From an optimization exercise on the open Yosys and OpenROAD flow, aimed at small area, a short achievable clock period and few clock cycles; shortcuts taken in it are not production practice.
Power and IR drop assume default switching activity.

the reference run:
Design top, start of the top module:
module top(
    input clk,              
    input rst,              
    input cyc,              
    input stb,              
    input we,               
    input [3:0] wb_sel,     
    input [31:0] adr,       
    input [31:0] dat_mosi,  
    output [31:0] dat_miso,  
    output reg ack,             
    output reg err              
);
For scale: roughly 780 cells after synthesis, roughly 180 flip-flops, ~110 I/O pins, about 9600 µm² of cells after synthesis.
export LEC_CHECK = 0
export CAP_MARGIN = 20
export CORE_MARGIN = 2
export CORE_UTILIZATION = 40
export SLEW_MARGIN = 20
create_clock -name core_clock -period 10.0 [get_ports {clk}]
run.sh (not shown) runs the stock make flow with config.mk's settings and CLKGATE_MAP_FILE= SYNTH_SCRIPT=/design/flow/synth_recipe.tcl, a recipe that flattens the netlist after the stock synthesis.
[inputs] the trial run vs the reference run
- ABC_CLOCK_PERIOD_IN_PS newly set to 3000
- SETUP_SLACK_MARGIN newly set to 5
Results
In the metrics for the reference run and the trial run, the one carrying the lower number of non-clock buffers is the reference run.
In the trial run, share of final-layout standard cells stronger than drive strength 1 is higher than in the reference run.
The trial run vs. the reference run: sequential share of cell area went down by 0.41 points.
[the trial run vs the reference run] post-route clock period utilization: lower in the trial run
When the trial run is measured against the reference run, its power of the combinational group turns out 3.3% higher.
The trial run vs. the reference run: combinational power share increased 0.7 points, sum of routed wire length over all layers shows an increase of about 2.6%.
For the trial run, the cell with the largest stage delay on the worst path was sky130_fd_sc_hd__dfstp_4, unlike the reference run, where it was sky130_fd_sc_hd__dfstp_2.
Function was not checked in any run of this note: the RTL went through the layout flow alone.

========
run a:
top, a different RTL version from the one above (not shown whole).
Size in the first run: roughly 160 flip-flops.
Settings: LEC_CHECK=0, CAP_MARGIN=20, CORE_MARGIN=2, CORE_UTILIZATION=40, SLEW_MARGIN=20; clock period 10.0 ns.
Run a finished end to end and its layout was clean on timing, DRC and antenna.
What run b does differently from run a at the input level:
Settings: setting SETUP_SLACK_MARGIN to 4 for the first time; setting ABC_CLOCK_PERIOD_IN_PS to 4000 for the first time.
[summary]
- Minimum clock period after layout sits lower in run b than in run a.
- Portion of total power attributed to combinational logic | run b above run a
- Looking at global-route track usage on met3, run b sits 0.58 points above run a.
- For the clock power share, run b came in 2.2 points lower than run a did.
No run of this note included a check of the RTL's function; only the layout flow was run.

========
Another version of the RTL of top (not shown whole).
Size: ~800 cells after synthesis, about 10,000 sq um of cells after synthesis.
==> flow/config.mk <==
export PLATFORM = sky130hd
export DESIGN_NAME = top
export DESIGN_NICKNAME = top
export VERILOG_FILES = /design/flow/design.v
export SDC_FILE = /design/flow/constraint.sdc
export NUM_CORES = 4
export LEC_CHECK = 0
export CAP_MARGIN = 20
export CORE_MARGIN = 2
export CORE_UTILIZATION = 40
export SLEW_MARGIN = 20
==> flow/constraint.sdc <==
create_clock -name core_clock -period 10.0 [get_ports {clk}]
set_input_delay 2.0000 -clock core_clock [delete_from_list [all_inputs] [get_ports {clk}]]
set_output_delay 2.0000 -clock core_clock [all_outputs]
set_load 0.01 [all_outputs]
standard.sh (not shown) runs the stock make flow with config.mk's settings and CLKGATE_MAP_FILE= SYNTH_SCRIPT=/design/flow/synth_recipe.tcl, a recipe that flattens the netlist after the stock synthesis.
==> flow/flow/run.sh <==
#!/bin/bash
# The standard layout (standard synthesis unchanged): the floorplan's
# timing repair aims for the standard 5 ns of setup slack, the later repairs
# for 7 ns; the smallest buffer on the ports, and larger clock-tree sink
# clusters without dummy loads.
ARGS=("BUFFER_PORTS_ARGS=-buffer_cell sky130_fd_sc_hd__buf_1"
  "CTS_ARGS=-sink_clustering_enable -repair_clock_nets -buf_list sky130_fd_sc_hd__clkbuf_16 -sink_clustering_size 30 -sink_clustering_max_diameter 150 -dont_use_dummy_load")
bash standard.sh SETUP_SLACK_MARGIN=5 "${ARGS[@]}" floorplan > standard_floorplan.log 2>&1 &&
bash standard.sh SETUP_SLACK_MARGIN=7 "${ARGS[@]}" finish > standard.log 2>&1
Then changed:
==> flow/flow/run.sh (replaced) <==
#!/bin/bash
bash standard.sh SETUP_SLACK_MARGIN=7 \
  "BUFFER_PORTS_ARGS=-buffer_cell sky130_fd_sc_hd__buf_1" \
  "CTS_ARGS=-sink_clustering_enable -repair_clock_nets -buf_list sky130_fd_sc_hd__clkbuf_16 -sink_clustering_size 30 -sink_clustering_max_diameter 150 -dont_use_dummy_load" \
  finish > standard.log 2>&1
- The new run produced a clean layout
- hold slack stays flat
- total power fell by 2.1%
- synthesized cell count stays the same
- cell area decreases by 1.4%
- utilization came out lower by 0.65 points
- sequential share of layout area grows by 0.69 points
Then changed:
- CORE_UTILIZATION: 40 -> 60
- cell area rose by 2.9%
- cell count falls by 5.7%
- via count came out higher by 7.3%
- fmax decreases by 2.8%
- utilization is higher by 25 points
- register-to-register slack hardly moves
Then changed:
--- a/flow/flow/run.sh
+++ b/flow/flow/run.sh
@@ -2 +2 @@
-bash standard.sh SETUP_SLACK_MARGIN=7 \
+bash standard.sh SETUP_SLACK_MARGIN=6.85 \
- CORE_UTILIZATION: 60 -> 40
Routed wire length falls by roughly a tenth.
Total power falls by a few percent.
Synthesized cell count stays the same.
Final cell count rises by a few percent.
Die area rises by well over a third.
Then changed:
--- a/flow/flow/run.sh
+++ b/flow/flow/run.sh
@@ -2 +2 @@
-bash standard.sh SETUP_SLACK_MARGIN=6.85 \
+bash standard.sh SETUP_SLACK_MARGIN=7 \
- ABC_AREA: unset -> 1
Outcome: The new run finished with timing, DRC and antenna clean. Synthesized cell count grows by 36%. Die area grows by 8.1%. Final area grows by 6.1%. Power grows by 17%. Global-route usage shrinks by 0.97 points. Setup slack improves by 0.12 ns. Worst hold slack is about the same. Count of clock-buffer cells in the layout stays the same. Routed wire length grows by 1.2%. Critical path depth shrinks by 5. Sequential share of layout area shrinks by 2.9 points.
No run of this note included a check of the RTL's function; only the layout flow was run.

afterwards: timing with drivers on the ports:
The results above use ideal ports. As a check the final layouts listed here were re-extracted and re-timed, cells and wires unchanged.
Step 1 (the two cells are an assumption about what drives the block):
set clk [get_ports {clk}]
set_driving_cell -lib_cell sky130_fd_sc_hd__clkbuf_16 $clk
set_driving_cell -lib_cell sky130_fd_sc_hd__buf_2 [delete_from_list [all_inputs] $clk]
Step 2 moves the port delays by t, midway between the first and last clock arrival at a register: inputs arrive t later, outputs are due t later. That takes back most of the time a late clock gives input paths.
a / b / c = ideal / step 1 / step 2; a / b = the first two.
run	shift t [ns]	setup slack, ns	slew at the worst register clock pin (ns)	worst data-port slew with drivers (ns)
the reference run	0.478	4.723 / 4.723 / 4.342	0.08 / 0.08	0.03
the trial run	0.480	5.131 / 5.131 / 4.750	0.08 / 0.08	0.03
run a	0.470	2.847 / 2.847 / 2.847	0.08 / 0.08	0.04
run b	0.466	3.637 / 3.637 / 3.637	0.07 / 0.07	0.04
the first run of note 3	0.513	7.027 / 7.007 / 6.502	0.12 / 0.12	0.06
the second run of note 3	0.510	6.978 / 6.989 / 6.480	0.12 / 0.12	0.05
the third run of note 3	0.502	6.890 / 6.876 / 6.373	0.11 / 0.11	0.06
the fourth run of note 3	0.503	6.936 / 6.936 / 6.490	0.12 / 0.12	0.03
the fifth run of note 3	0.506	7.054 / 7.009 / 6.600	0.12 / 0.12	0.03
After both steps setup and hold are still met in every run listed. The setup slack of the first run of note 3, which loses most, moves by -0.020 ns with the drivers and by -0.525 ns with both steps.
